Context: an optimization exercise on an open-source flow, tuned for a short achievable clock period and few clock cycles. The choices shown serve that exercise and are no tape-out recipe. Only simulation tests tie the RTL to the original design; equivalence was not proved. No activity file was given, so power comes from the tool's default toggle rates.

File: flow/run.sh
#!/bin/bash
# synth_recipe.tcl (not shown) runs the flow's synth.tcl, then flattens the netlist and writes it again
# the make line also repeats each setting of config.mk as NAME=value (left out here)
make -C /OpenROAD-flow-scripts/flow DESIGN_CONFIG=/design/flow/config.mk WORK_HOME=/design/flow/orfs CLKGATE_MAP_FILE= SYNTH_SCRIPT=/design/flow/synth_recipe.tcl finish
File: flow/config.mk
export PLATFORM = sky130hd
export DESIGN_NAME = y86_pipe
export DESIGN_NICKNAME = y86_pipe
export VERILOG_FILES = /design/flow/design.v
export SDC_FILE = /design/flow/constraint.sdc
export NUM_CORES = 4
export LEC_CHECK = 0
export CAP_MARGIN = 20
export CORE_MARGIN = 2
export CORE_UTILIZATION = 25
export GPL_ROUTABILITY_DRIVEN = 1
export PLACE_DENSITY = 0.4
export SLEW_MARGIN = 20
File: flow/constraint.sdc
create_clock -name core_clock -period 33.0 [get_ports {clk}]
set_input_delay 6.6000 -clock core_clock [delete_from_list [all_inputs] [get_ports {clk}]]
set_output_delay 6.6000 -clock core_clock [all_outputs]
set_load 0.01 [all_outputs]
File: flow/design.v
module y86_pipe(clk, rst, imem_addr, imem_data, dmem_addr, dmem_wdata, dmem_we, dmem_rdata,
stat, wbe_en, wbe_dst, wbe_val, wbm_en, wbm_dst, wbm_val);
input clk;
input rst;
output [9:0] imem_addr;
input [79:0] imem_data;
output [10:0] dmem_addr;
output [63:0] dmem_wdata;
output dmem_we;
input [63:0] dmem_rdata;
output [2:0] stat;
output wbe_en;
output [3:0] wbe_dst;
output [63:0] wbe_val;
output wbm_en;
output [3:0] wbm_dst;
output [63:0] wbm_val;
localparam [2:0] S_AOK = 3'd1, S_ADR = 3'd2, S_INS = 3'd3, S_HLT = 3'd4;
localparam [3:0] RNONE = 4'hF;
function cond;
    input [3:0] fn;
    input zf, sf, of;
    begin
        case (fn)
            4'h0: cond = 1'b1;
            4'h1: cond = (sf ^ of) | zf;
            4'h2: cond = sf ^ of;
            4'h3: cond = zf;
            4'h4: cond = ~zf;
            4'h5: cond = ~(sf ^ of);
            4'h6: cond = ~(sf ^ of) & ~zf;
            default: cond = 1'b0;
        endcase
    end
endfunction
reg [10:0] pc;
reg [52:0] pc_hi;               
reg        D_valid;
reg        D_ok;         
reg [2:0]  D_stat;
reg [3:0]  D_ifun;
reg [63:0] D_valC;
reg [10:0] D_valP;
reg [10:0] D_pred;
reg [3:0]  D_srcA, D_srcB, D_dstE, D_dstM;
reg [14:0] D_selA, D_selB;     
reg        D_fwdA, D_fwdB;     
reg        D_fmA, D_fmB;       
reg        D_hzA, D_hzB;       
reg        D_cmov, D_op, D_store, D_call, D_ret, D_jmp;
reg        D_rd, D_wr, D_addrA, D_stk;   
reg [2:0]  D_aA;               
reg        D_aB;               
reg [1:0]  D_fn;
reg        E_valid;
reg        E_split;            
reg [3:0]  E_ifun;
reg [3:0]  E_srcA, E_srcB, E_dstE;
reg [14:0] E_selA, E_selB;
reg        E_fwdA, E_fwdB, E_fmA, E_fmB, E_hzA, E_hzB;
reg        E_cmov, E_op, E_push;
reg [2:0]  E_aA;
reg        E_aB;
reg [1:0]  E_fn;
reg        M_valid;
reg [2:0]  M_stat;
reg [3:0]  M_dstE, M_dstM;      
reg        M_okE, M_okM;        
reg        M_mALU;              
reg [63:0] M_valE, M_valM2, M_valA;
reg [10:0] M_addr;
reg        M_we;
reg        M_ret;
reg [10:0] M_pred;
reg [2:0]  W_stat;
reg        W_en_e, W_en_m;
reg [3:0]  W_dstE, W_dstM;
reg [63:0] W_valE, W_valM;
reg ZF, SF, OF;
reg [10:0] ras [0:7];
reg [2:0]  ras_ptr;
reg [63:0] rf [0:14];
wire halted = (W_stat != S_AOK);
wire pexec = E_valid && !E_split;      
wire split = D_valid && E_valid && E_split;
wire stall = D_valid && (((D_hzA && !D_store) || D_hzB) || (pexec && (E_hzA || E_hzB)) ||
                         (M_ret && (D_wr || (E_valid && E_push))));
wire bypassA = D_hzA && D_store;
reg [63:0] rfA, rfB, rfA1, rfB1;
integer k;
always @(*) begin
    rfA = 64'd0;
    rfB = 64'd0;
    rfA1 = 64'd0;
    rfB1 = 64'd0;
    for (k = 0; k < 15; k = k + 1) begin
        rfA = rfA | (rf[k] & {64{D_selA[k]}});
        rfB = rfB | (rf[k] & {64{D_selB[k]}});
        rfA1 = rfA1 | (rf[k] & {64{E_selA[k]}});
        rfB1 = rfB1 | (rf[k] & {64{E_selB[k]}});
    end
end
wire [63:0] rdA = D_fmA ? M_valM2 : D_fwdA ? M_valE : rfA;
wire [63:0] rdB = D_fmB ? M_valM2 : D_fwdB ? M_valE : rfB;
wire [63:0] rdA1 = E_fmA ? M_valM2 : E_fwdA ? M_valE : rfA1;
wire [63:0] rdB1 = E_fmB ? M_valM2 : E_fwdB ? M_valE : rfB1;
wire [63:0] d_valA = (D_call || D_jmp) ? {53'd0, D_valP} : rdA;
reg [63:0] aluA, aluA1;
always @(*) begin
    case (D_aA)
        3'd1: aluA = rdA;
        3'd2: aluA = D_valC;
        3'd3: aluA = -64'd8;
        3'd4: aluA = 64'd8;
        default: aluA = 64'd0;
    endcase
    case (E_aA)
        3'd1: aluA1 = rdA1;
        3'd3: aluA1 = -64'd8;
        default: aluA1 = 64'd0;
    endcase
end
wire [63:0] aluB = D_aB ? rdB : 64'd0;
wire [63:0] aluB1 = E_aB ? rdB1 : 64'd0;
wire [63:0] valE, valE1;
wire a_zf, a_sf, a_of, b_zf, b_sf, b_of;
y86_alu alu0(.fn(D_fn), .a(aluA), .b(aluB), .r(valE), .zf(a_zf), .sf(a_sf), .of(a_of));
y86_alu alu1(.fn(E_fn), .a(aluA1), .b(aluB1), .r(valE1), .zf(b_zf), .sf(b_sf), .of(b_of));
wire d_cnd = cond(D_ifun, ZF, SF, OF);
wire [3:0] e_dstE = (D_cmov && !d_cnd) ? RNONE : D_dstE;
wire c_zf = D_op ? a_zf : ZF;
wire c_sf = D_op ? a_sf : SF;
wire c_of = D_op ? a_of : OF;
wire e_cnd = cond(E_ifun, c_zf, c_sf, c_of);
wire [3:0] e_dstE1 = (E_cmov && !e_cnd) ? RNONE : E_dstE;
wire [63:0] addr = D_addrA ? rdA : valE;
wire stk_err = (rdB > 64'd2008) || (rdB < 64'd8);
wire addr_err = D_ok && (D_rd || D_wr) &&
                (D_addrA ? (rdA > 64'd2000) : D_stk ? stk_err : (valE > 64'd2000));
wire addr_err1 = E_push && ((rdB1 > 64'd2008) || (rdB1 < 64'd8));
assign dmem_addr  = M_addr;
assign dmem_wdata = M_valA;
assign dmem_we    = M_we;
reg squash;
reg ZFb, SFb, OFb;       
wire redirect = M_ret && !squash && (dmem_rdata != {53'd0, M_pred});
wire m_valid = M_valid && !squash;
wire m_err = m_valid && (M_stat != S_AOK);
wire kill = squash || m_err || halted;
wire de_go = D_valid && !stall && !kill;
wire de_wr = de_go && D_ok;
wire de_err = D_valid && !stall && !kill && !D_ok;
wire set_cc = de_wr && (D_op || (pexec && E_op && !(D_stk && stk_err)));
wire [63:0] lane_m = M_mALU ? M_valM2 : dmem_rdata;
wire [3:0] f_icode = imem_data[7:4];
wire [3:0] f_ifun  = imem_data[3:0];
wire [3:0] f_rA    = imem_data[15:12];
wire [3:0] f_rB    = imem_data[11:8];
wire [3:0] g_icode = imem_data[23:20];
wire [3:0] g_ifun  = imem_data[19:16];
wire [3:0] g_rA    = imem_data[31:28];
wire [3:0] g_rB    = imem_data[27:24];
wire f_bad = pc[10] || (|pc_hi);
wire f_s0 = (f_icode == 4'h2) || (f_icode == 4'h6) || (f_icode == 4'hA);
wire g_s1 = (g_icode == 4'h2) || (g_icode == 4'h6) || (g_icode == 4'hA);
wire f_pair = !f_bad && f_s0 && g_s1 && !(f_icode == 4'hA && g_icode == 4'hA);
wire f_skip = !f_bad && (f_s0 || f_icode == 4'hB) && (g_icode == 4'h1);
wire [10:0] pc1  = {1'b0, pc[9:0]} + 11'd1;
wire [10:0] pc2  = {1'b0, pc[9:0]} + 11'd2;
wire [10:0] pc3  = {1'b0, pc[9:0]} + 11'd3;
wire [10:0] pc4  = {1'b0, pc[9:0]} + 11'd4;
wire [10:0] pc9  = {1'b0, pc[9:0]} + 11'd9;
wire [10:0] pc10 = {1'b0, pc[9:0]} + 11'd10;
reg [10:0] f_valP;
always @(*) begin
    case (f_icode)
        4'h2, 4'h6, 4'hA, 4'hB: f_valP = pc2;
        4'h3, 4'h4, 4'h5: f_valP = pc10;
        4'h7, 4'h8: f_valP = pc9;
        default: f_valP = pc1;
    endcase
end
wire [10:0] f_tgt = imem_data[18:8];
wire [52:0] f_tgt_hi = imem_data[71:19];
wire f_zf = (D_ok && E_valid && E_op) ? b_zf : (D_ok && D_op) ? a_zf : ZF;
wire f_sf = (D_ok && E_valid && E_op) ? b_sf : (D_ok && D_op) ? a_sf : SF;
wire f_of = (D_ok && E_valid && E_op) ? b_of : (D_ok && D_op) ? a_of : OF;
wire f_cnd = cond(f_ifun, f_zf, f_sf, f_of);
wire [2:0] ras_top = ras_ptr - 3'd1;
wire [10:0] f_pred = ras[ras_top];
reg [10:0] f_next;
reg f_far;       
always @(*) begin
    f_far = 1'b0;
    if (f_bad) f_next = pc;
    else if (f_pair) f_next = pc4;
    else if (f_skip) f_next = pc3;
    else case (f_icode)
        4'h7: begin f_next = f_cnd ? f_tgt : pc9; f_far = f_cnd; end
        4'h8: begin f_next = f_tgt; f_far = 1'b1; end
        4'h9: f_next = f_pred;
        default: f_next = f_valP;
    endcase
end
reg [2:0] f_stat;
always @(*) begin
    if (f_bad) f_stat = S_ADR;
    else if (f_icode >= 4'hC) f_stat = S_INS;
    else if (f_icode == 4'h0) f_stat = S_HLT;
    else f_stat = S_AOK;
end
wire f_ok = (f_stat == S_AOK);
reg [3:0] f_srcA, f_srcB, f_dstE, f_dstM;
reg [2:0] f_aA;
reg f_aB;
always @(*) begin
    case (f_icode)
        4'h2, 4'h4, 4'h6, 4'hA: f_srcA = f_rA;
        4'h9, 4'hB: f_srcA = 4'h4;
        default: f_srcA = RNONE;
    endcase
    case (f_icode)
        4'h4, 4'h5, 4'h6: f_srcB = f_rB;
        4'h8, 4'h9, 4'hA, 4'hB: f_srcB = 4'h4;
        default: f_srcB = RNONE;
    endcase
    case (f_icode)
        4'h2, 4'h3, 4'h6: f_dstE = f_rB;
        4'h8, 4'h9, 4'hA, 4'hB: f_dstE = 4'h4;
        default: f_dstE = RNONE;
    endcase
    case (f_icode)
        4'h5, 4'hB: f_dstM = f_rA;
        default: f_dstM = RNONE;
    endcase
    if (!f_ok) begin
        f_srcA = RNONE; f_srcB = RNONE; f_dstE = RNONE; f_dstM = RNONE;
    end
    case (f_icode)
        4'h2, 4'h6: f_aA = 3'd1;
        4'h3, 4'h4, 4'h5: f_aA = 3'd2;
        4'h8, 4'hA: f_aA = 3'd3;
        4'h9, 4'hB: f_aA = 3'd4;
        default: f_aA = 3'd0;
    endcase
    case (f_icode)
        4'h4, 4'h5, 4'h6, 4'h8, 4'h9, 4'hA, 4'hB: f_aB = 1'b1;
        default: f_aB = 1'b0;
    endcase
end
wire [3:0] g_srcA = g_rA;
wire [3:0] g_srcB = (g_icode == 4'h6) ? g_rB : (g_icode == 4'hA) ? 4'h4 : RNONE;
wire [3:0] g_dstE = (g_icode == 4'hA) ? 4'h4 : g_rB;
wire [3:0] n_dstE = D_ok ? e_dstE : RNONE;
wire [3:0] n_dstM = !D_ok ? RNONE : pexec ? e_dstE1 : D_dstM;
wire n_mALU = pexec;
function [14:0] onehot;
    input [3:0] r;
    integer j;
    begin
        for (j = 0; j < 15; j = j + 1) onehot[j] = (r == j);
    end
endfunction
wire f_fwdA = (f_srcA != RNONE) && (f_srcA == n_dstE) && (f_srcA != n_dstM);
wire f_fwdB = (f_srcB != RNONE) && (f_srcB == n_dstE) && (f_srcB != n_dstM);
wire f_mA = (f_srcA != RNONE) && (f_srcA == n_dstM);
wire f_mB = (f_srcB != RNONE) && (f_srcB == n_dstM);
wire g_fwdA = (g_srcA != RNONE) && (g_srcA == n_dstE) && (g_srcA != n_dstM);
wire g_fwdB = (g_srcB != RNONE) && (g_srcB == n_dstE) && (g_srcB != n_dstM);
wire g_mA = (g_srcA != RNONE) && (g_srcA == n_dstM);
wire g_mB = (g_srcB != RNONE) && (g_srcB == n_dstM);
wire g_dep = (f_dstE != RNONE) &&
             (((g_srcA != RNONE) && (g_srcA == f_dstE)) || ((g_srcB != RNONE) && (g_srcB == f_dstE)));
integer i;
always @(posedge clk) begin
    if (rst) begin
        pc <= 11'd0;
        pc_hi <= 53'd0;
        D_valid <= 1'b0;
        D_ok <= 1'b0;
        E_valid <= 1'b0;
    end else if (squash) begin
        pc <= W_valM[10:0];
        pc_hi <= W_valM[63:11];
        D_valid <= 1'b0;
        D_ok <= 1'b0;
        E_valid <= 1'b0;
    end else if (stall) begin
    end else if (split) begin
        E_valid <= 1'b0;
    end else begin
        pc <= f_next;
        if (!f_bad) pc_hi <= f_far ? f_tgt_hi : 53'd0;
        D_valid <= 1'b1;
        D_ok <= f_ok;
        E_valid <= f_pair;
    end
end
always @(posedge clk) begin
    begin
        if (stall) begin
            D_hzA <= 1'b0;
            D_hzB <= 1'b0;
            D_fwdA <= 1'b0;
            D_fwdB <= 1'b0;
            D_fmA <= 1'b0;
            D_fmB <= 1'b0;
            E_hzA <= 1'b0;
            E_hzB <= 1'b0;
            E_fwdA <= 1'b0;
            E_fwdB <= 1'b0;
            E_fmA <= 1'b0;
            E_fmB <= 1'b0;
        end else if (split) begin
            D_ifun <= E_ifun;
            D_srcA <= E_srcA;
            D_srcB <= E_srcB;
            D_dstE <= E_dstE;
            D_dstM <= RNONE;
            D_selA <= E_selA;
            D_selB <= E_selB;
            D_fwdA <= (E_srcA != RNONE) && (E_srcA == n_dstE);
            D_fwdB <= (E_srcB != RNONE) && (E_srcB == n_dstE);
            D_fmA <= 1'b0;
            D_fmB <= 1'b0;
            D_hzA <= 1'b0;
            D_hzB <= 1'b0;
            D_cmov <= E_cmov;
            D_op <= E_op;
            D_store <= E_push;
            D_call <= 1'b0;
            D_jmp <= 1'b0;
            D_ret <= 1'b0;
            D_rd <= 1'b0;
            D_wr <= E_push;
            D_addrA <= 1'b0;
            D_stk <= E_push;
            D_aA <= E_aA;
            D_aB <= E_aB;
            D_fn <= E_fn;
            E_hzA <= 1'b0;
            E_hzB <= 1'b0;
        end else begin
            D_stat <= f_stat;
            D_ifun <= f_ifun;
            D_valC <= imem_data[79:16];
            D_valP <= f_valP;
            D_pred <= f_pred;
            D_srcA <= f_srcA;
            D_srcB <= f_srcB;
            D_dstE <= f_dstE;
            D_dstM <= f_dstM;
            D_selA <= onehot(f_srcA);
            D_selB <= onehot(f_srcB);
            D_fwdA <= f_fwdA;
            D_fwdB <= f_fwdB;
            D_fmA <= f_mA && n_mALU;
            D_fmB <= f_mB && n_mALU;
            D_hzA <= f_mA && !n_mALU;
            D_hzB <= f_mB && !n_mALU;
            D_cmov <= (f_icode == 4'h2);
            D_op <= (f_icode == 4'h6);
            D_store <= (f_icode == 4'h4) || (f_icode == 4'hA);
            D_call <= (f_icode == 4'h8);
            D_jmp <= (f_icode == 4'h7);
            D_ret <= (f_icode == 4'h9);
            D_rd <= (f_icode == 4'h5) || (f_icode == 4'hB) || (f_icode == 4'h9);
            D_wr <= (f_icode == 4'h4) || (f_icode == 4'hA) || (f_icode == 4'h8);
            D_addrA <= (f_icode == 4'hB) || (f_icode == 4'h9);
            D_stk <= (f_icode == 4'hA) || (f_icode == 4'h8);
            D_aA <= f_aA;
            D_aB <= f_aB;
            D_fn <= (f_icode == 4'h6) ? f_ifun[1:0] : 2'd0;
            E_split <= g_dep;
            E_ifun <= g_ifun;
            E_srcA <= g_srcA;
            E_srcB <= g_srcB;
            E_dstE <= g_dstE;
            E_selA <= onehot(g_srcA);
            E_selB <= onehot(g_srcB);
            E_fwdA <= g_fwdA;
            E_fwdB <= g_fwdB;
            E_fmA <= g_mA && n_mALU;
            E_fmB <= g_mB && n_mALU;
            E_hzA <= f_pair && g_mA && !n_mALU;
            E_hzB <= f_pair && g_mB && !n_mALU;
            E_cmov <= (g_icode == 4'h2);
            E_op <= (g_icode == 4'h6);
            E_push <= (g_icode == 4'hA);
            E_aA <= (g_icode == 4'hA) ? 3'd3 : 3'd1;
            E_aB <= (g_icode != 4'h2);
            E_fn <= (g_icode == 4'h6) ? g_ifun[1:0] : 2'd0;
        end
    end
end
always @(posedge clk) begin
    if (rst) begin
        ras_ptr <= 3'd0;
        for (i = 0; i < 8; i = i + 1) ras[i] <= 11'd0;
    end else begin
        if (!stall && !split && !f_bad && f_icode == 4'h8) begin
            ras[ras_ptr] <= pc9;
            ras_ptr <= ras_ptr + 3'd1;
        end else if (!stall && !split && !f_bad && f_icode == 4'h9) begin
            ras_ptr <= ras_top;
        end
    end
end
always @(posedge clk) begin
        M_mALU <= pexec;
        M_valE <= valE;
        M_valM2 <= valE1;
        M_valA <= (pexec && E_push) ? rdA1 : bypassA ? dmem_rdata : d_valA;
        M_addr <= (pexec && E_push) ? valE1[10:0] : addr[10:0];
        M_pred <= D_pred;
end
always @(posedge clk) begin
    if (rst) begin
        M_valid <= 1'b0;
        M_stat <= S_AOK;
        M_dstE <= RNONE;
        M_okE <= 1'b0;
        M_okM <= 1'b0;
        M_dstM <= RNONE;
        M_we <= 1'b0;
        M_ret <= 1'b0;
    end else begin
        M_valid <= de_go;
        M_stat <= !D_ok ? D_stat : (addr_err || (pexec && addr_err1)) ? S_ADR : S_AOK;
        M_dstE <= de_wr ? e_dstE : RNONE;
        M_dstM <= !de_wr ? RNONE : pexec ? e_dstE1 : D_dstM;
        M_okE <= !addr_err;
        M_okM <= !addr_err && !(pexec && addr_err1);
        M_we <= de_wr && !addr_err && (D_wr || (pexec && E_push && !addr_err1));
        M_ret <= de_wr && D_ret && !addr_err;
    end
end
always @(posedge clk) begin
    if (rst) squash <= 1'b0;
    else squash <= redirect;
    ZFb <= ZF; SFb <= SF; OFb <= OF;
end
always @(posedge clk) begin
    if (rst) begin
        ZF <= 1'b1; SF <= 1'b0; OF <= 1'b0;
    end else if (squash) begin
        ZF <= ZFb; SF <= SFb; OF <= OFb;
    end else if (set_cc) begin
        ZF <= (pexec && E_op) ? b_zf : a_zf;
        SF <= (pexec && E_op) ? b_sf : a_sf;
        OF <= (pexec && E_op) ? b_of : a_of;
    end
end
always @(posedge clk) begin
    if (rst) begin
        W_stat <= S_AOK;
        W_en_e <= 1'b0;
        W_en_m <= 1'b0;
    end else if (halted) begin
        W_en_e <= 1'b0;
        W_en_m <= 1'b0;
    end else begin
        if (m_err) W_stat <= M_stat;
        else if (de_err && !M_ret) W_stat <= D_stat;
        else W_stat <= S_AOK;
        W_en_e <= (M_dstE != RNONE) && M_okE && !squash;
        W_en_m <= (M_dstM != RNONE) && M_okM && !squash;
    end
end
always @(posedge clk) begin
    W_dstE <= M_dstE;
    W_dstM <= M_dstM;
    W_valE <= M_valE;
    W_valM <= lane_m;
end
always @(posedge clk) begin
    if (rst) begin
        rf[0] <= 64'h1;   rf[1] <= 64'h8;   rf[2] <= 64'h6;   rf[3] <= 64'h5;
        rf[4] <= 64'h100; rf[5] <= 64'h6;   rf[6] <= 64'h7;   rf[7] <= 64'h5;
        rf[8] <= 64'h9;   rf[9] <= 64'ha;   rf[10] <= 64'hb;  rf[11] <= 64'h1;
        rf[12] <= 64'h2;  rf[13] <= 64'h3;  rf[14] <= 64'h4;
    end else begin
        for (i = 0; i < 15; i = i + 1) begin
            if (M_dstM == i && M_okM && !squash) rf[i] <= lane_m;
            else if (M_dstE == i && M_okE && !squash) rf[i] <= M_valE;
        end
    end
end
assign imem_addr = pc[9:0];
assign stat = W_stat;
assign wbe_en = W_en_e;
assign wbe_dst = W_dstE;
assign wbe_val = W_valE;
assign wbm_en = W_en_m;
assign wbm_dst = W_dstM;
assign wbm_val = W_valM;
endmodule
module y86_alu(fn, a, b, r, zf, sf, of);
input [1:0] fn;
input [63:0] a, b;
output reg [63:0] r;
output reg zf, of;
output sf;
wire [63:0] sum  = b + a;
wire [63:0] diff = b - a;
wire [63:0] zp_add = b ^ a;
wire [63:0] zk_add = b | a;
wire [63:0] zp_sub = ~(b ^ a);
wire [63:0] zk_sub = b | ~a;
wire zf_add = &(~(zp_add ^ {zk_add[62:0], 1'b0}));
wire zf_sub = &(~(zp_sub ^ {zk_sub[62:0], 1'b1}));
always @(*) begin
    case (fn)
        2'd0: r = sum;
        2'd1: r = diff;
        2'd2: r = b & a;
        default: r = b ^ a;
    endcase
    case (fn)
        2'd0: of = (b[63] == a[63]) && (sum[63] != b[63]);
        2'd1: of = (b[63] != a[63]) && (diff[63] != b[63]);
        default: of = 1'b0;
    endcase
    case (fn)
        2'd0: zf = zf_add;
        2'd1: zf = zf_sub;
        2'd2: zf = ((b & a) == 64'd0);
        default: zf = (b == a);
    endcase
end
assign sf = r[63];
endmodule
==> run summary <==
cell type report:
cell class	instances	share of cell area
Inverter	452	0.0122
Clock inverter	91	0.00681
Tap cell	6450	0.0577
Sequential cell	1701	0.264
Timing Repair Buffer	916	0.0584
Multi-Input combinational cell	11400	0.557
Clock buffer	289	0.0429
Antenna cell	75	0.00134
critical path, stage by stage (launching register included):
cell	delay [ns]
edfxtp_1	1.08
buf_4	0.77
buf_4	0.69
a22oi_1	0.21
nand4_1	0.14
o32ai_1	0.09
o21ai_1	0.36
and2_1	0.25
ha_1	0.50
a21o_1	0.29
a21oi_1	0.37
nand2_1	0.13
or4_1	0.48
nand3_1	0.24
o31ai_1	0.22
a21oi_1	0.52
o21a_1	0.46
o21ai_0	0.21
o32ai_1	0.98
o211a_1	0.29
o31ai_1	0.07
mux2i_1	0.87
xnor2_1	0.14
o211ai_1	0.77
a31oi_1	0.30
nor2_4	0.86
buf_4	0.63
o2bb2ai_1	0.18
where the power goes:
part,internal [W],switching [W]
combinational,0.00143,0.00470
clock,0.00137,0.00111
sequential,0.00236,0.000284
logic make-up after synthesis:
kind of cell / share of synthesized area
mux: 0.0983
flops: 0.302
compound gates: 0.295
fa+ha+maj: 0.0540
xor+xnor: 0.0266
buf+inv: 0.0650
simple gates: 0.159
per-stage QoR:
stage	area, um2	utilization	instances	hold WS, ns	total power, W
final	140000	0.288	21400	0.339	0.0112
after global routing	140000	0.287	21300	0.346	0.0113
after CTS	140000	0.287	21300	0.341	0.0108
after detailed placement	133000	0.273	20900	0.329	0.00835
after global placement	132000	0.272	20900	0.326	0.00838
after floorplan	122000	-	15100	0.323	0.00517
worst max-delay path by stage:
| stage | end | cells after the start | start | slack [ns] |
|---|---|---|---|---|
| floorplan | pc[10] | 14 | imem_data[5] | 23.84 |
| global placement | M_stat[1] | 26 | D_selA[14] | 21.76 |
| detailed placement | pc_hi[11] | 28 | E_fwdB | 21.53 |
| CTS | pc_hi[35] | 28 | E_fwdB | 21.41 |
| global route | pc_hi[35] | 27 | D_selB[5] | 20.76 |
| finish | pc_hi[35] | 27 | D_selB[5] | 20.59 |
cell usage in the layout, fill, tap and decap left out, drive strengths merged, types with 200 or more instances in the layout:
master | synthesis | layout
edfxtp | 280 | 280
a211oi | 937 | 937
clkbuf | 1221 | 289
nand4 | 496 | 496
mux2i | 1031 | 1031
a21oi | 701 | 701
nand3 | 228 | 228
ha | 521 | 521
nand2 | 960 | 960
o22ai | 223 | 223
xnor2 | 200 | 200
nor2 | 1675 | 1675
inv | 446 | 458
o21ai | 587 | 587
buf | 346 | 545
a22oi | 1700 | 1700
dfxtp | 1421 | 1421
clkdlybuf4s50 | 0 | 371
cell usage after synthesis (223+ instances only):
master	n	share of area
a21oi_1	701	0.029
edfxtp_1	280	0.069
ha_1	521	0.053
inv_1	441	0.014
nor2_1	1675	0.051
o21ai_0	564	0.023
o22ai_1	223	0.011
mux2i_1	1031	0.085
nand4_1	496	0.025
nand2_1	960	0.030
buf_1	250	0.0077
a211oi_1	937	0.058
nand3_1	228	0.0093
dfxtp_1	1421	0.23
a22oi_1	1700	0.10
clkbuf_1	1221	0.038
sequential cells by signal (all words and copies together), names as in the netlist, 11 cells and up:
| name | flops |
|---|---|
| rf | 960 |
| ras | 88 |
| M_valA | 64 |
| M_valE | 64 |
| M_valM2 | 64 |
| W_valE | 64 |
| W_valM | 64 |
| D_valC | 58 |
| pc_hi | 53 |
| D_selA | 15 |
| D_selB | 15 |
| E_selA | 15 |
| E_selB | 15 |
| D_pred | 11 |
| D_valP | 11 |
| M_addr | 11 |
| M_pred | 11 |
| pc | 11 |
per-layer routing:
layer | up-vias | track usage
li1 | 56100 | -
met1 | 69100 | 0.458
met2 | 12200 | 0.493
met3 | 3594 | 0.149
met4 | 85 | 0.246
met5 | - | 0.0114
==> impl_metrics.py <==
metrics = {
    "drt": {
        "wirelength_um": 939000,
        "initialDrtViolationCount": 26400,
        "wl_met2_um": 362000,
        "routed-wl-met3_um": 126000,
        "top_layer_used": "met5",
        "avgViaCountPerCell": 6.59,
        "routed-via-count": 141000,
        "met1Wirelength_um": 368000,
        "drtPass1Iterations": 15,
        "drcViolationCount": 0,
        "average_wire_per_standard_cell_um": 43.9,
        "drtAntennaViolNets": 0,
    },
    "grt": {
        "globalRouteOverflowTotal": 0,
        "grt_antenna_before_repair": 142,
        "global_route_wire_length_before_repair_um": 1230000,
        "grt_pass1_vias": 127000,
        "grt_max_degree": 144,
        "grt_overall_usage": 0.362,
    },
    "finish": {
        "area.growth.synth_to_final_pct": 14.5,
        "multi_input_comb_area_um2": 77800,
        "n_fill_cell": 52100,
        "final_layout_size_suffix_gt1_frac": 0.0827,
        "seq_area_um2": 36900,
        "nets": 15400,
    },
    "synth": {
        "synth_seq_cells": 1701,
        "synth-async-reset-ratio": 0,
        "netlist-cell-type-count": 91,
        "yosys_most_used_dff": "dfxtp_1",
        "syn_avg_cell_area_um2": 8.07,
        "postSynthNetCount": 15800,
        "synth-edff-count": 280,
        "synth_area_um2": 122000,
        "ys.warnings.count": 3,
        "netlist_instances": 15100,
        "ys_seq_area_frac": 0.302,
    },
    "clocking": {
        "clkLatencyLatePin_ns": 1.02,
        "cts_hold_repair.buffers": 0,
        "ctsLongestPathBuffers": 4,
        "cts.repair.resized": 0,
        "cts_post_setup_buffers_inserted": 0,
        "cts-root-buf": "clkbuf_16",
        "cts_tree": "built",
        "numCtsBuffers": 211,
        "cts_num_sinks": 1701,
        "cts.clk_slew.worst_paths_ns": 0.06,
        "cts_htree_levels": 4,
    },
    "sta": {
        "clock_skew_ns": 0.0852,
        "final-hold-violation-count": 0,
        "worst_slew_pin_slew_ns": 1.33,
        "post-route-worst-setup-slack_ns": 20.59,
        "finalCriticalPeriod_ns": 12.41,
        "timing.fmax_ghz": 0.0806,
        "rsz0062_at_grt": "false",
        "layout_worst_path_cycle_share": 0.376,
        "setup-tns-final_ns": 0,
        "relSlewSlack": 0.104,
        "number_of_pins_exceeding_their_max_slew_limit_in_the_final_report": 0,
        "setup_viol": 0,
    },
    "hold_path": {
        "min-delay-path-class": "flip-flop to flip-flop",
        "hp-start": "D_pred[8]",
        "timing.hold.worst_path_depth": 0,
        "hold-path-endpoint": "M_pred[8]",
    },
    "floorplanning": {
        "die_w_um": 703,
        "floorplan.initialDensity": 0.251,
        "die-area_um2": 494000,
        "number_of_core_rows": 256,
        "core_area_um2": 486000,
        "pin_count": 373,
        "die_h_um": 703,
    },
    "placed_design": {
        "gp_congestion": 1.03,
        "hpwlAfterDp_um": 634000,
        "dp_worst_setup_slack_ns": 21.53,
        "buffer_ports.inserted": 372,
    },
    "power": {
        "peakVddDrop_uv": 60.4,
        "static-leakage-power_nw": 53.0,
        "pwr_density_cell_nw_per_um2": 80.4,
    },
    "critical_path": {
        "path_max_fanout": 28,
        "reg2reg_depth": 27,
        "rr_startpoint": "D_selB[5]",
        "critPathLaunchType": "flip-flop",
        "crit_type": "flip-flop to flip-flop",
        "worst_ep_arrival_time_ns": 13.28,
        "critPathRequiredTime_ns": 33.87,
        "critical_path.endpoint_type": "flip-flop",
        "worst-r2r-setup-slack_ns": 20.59,
        "worst_r2r_endpoint": "pc_hi[35]",
    },
    "run_status": {
        "run_status": "timing/DRC/antenna clean",
    },
    "run": {
        "timing.max_cap.violations": 0,
    },
}
Testbench counts, summed over its fixed seeds: cycles 26,995.

-- separate check: timing with driven ports --
In the flow no input, the clock included, has a driving cell. The finished layout below was timed again as built, in two steps. Step 1 (the two cells are an assumption about what drives the block):
set clk [get_ports {clk}]
set_driving_cell -lib_cell sky130_fd_sc_hd__clkbuf_16 $clk
set_driving_cell -lib_cell sky130_fd_sc_hd__buf_2 [delete_from_list [all_inputs] $clk]
Step 2 adds t to the input delays and takes it off the output delays; t is the mean of the earliest and latest rising clock arrival at the registers after step 1. Input paths then give back, and output paths get back, about the clock's delay inside the block. Three values: no drivers, after step 1, after step 2; two values: the first two.
shift t [ns]: 1.090
setup WS [ns]: 20.592 / 20.592 / 20.592
worst setup path after step 2: register to register
worst slew at a driven data input, ns: 0.14
pins driven straight from the clock port: 1
After both steps this run still meets setup and hold. The setup slack of this run moves by 0.000 ns with the drivers and by 0.000 ns with both steps.
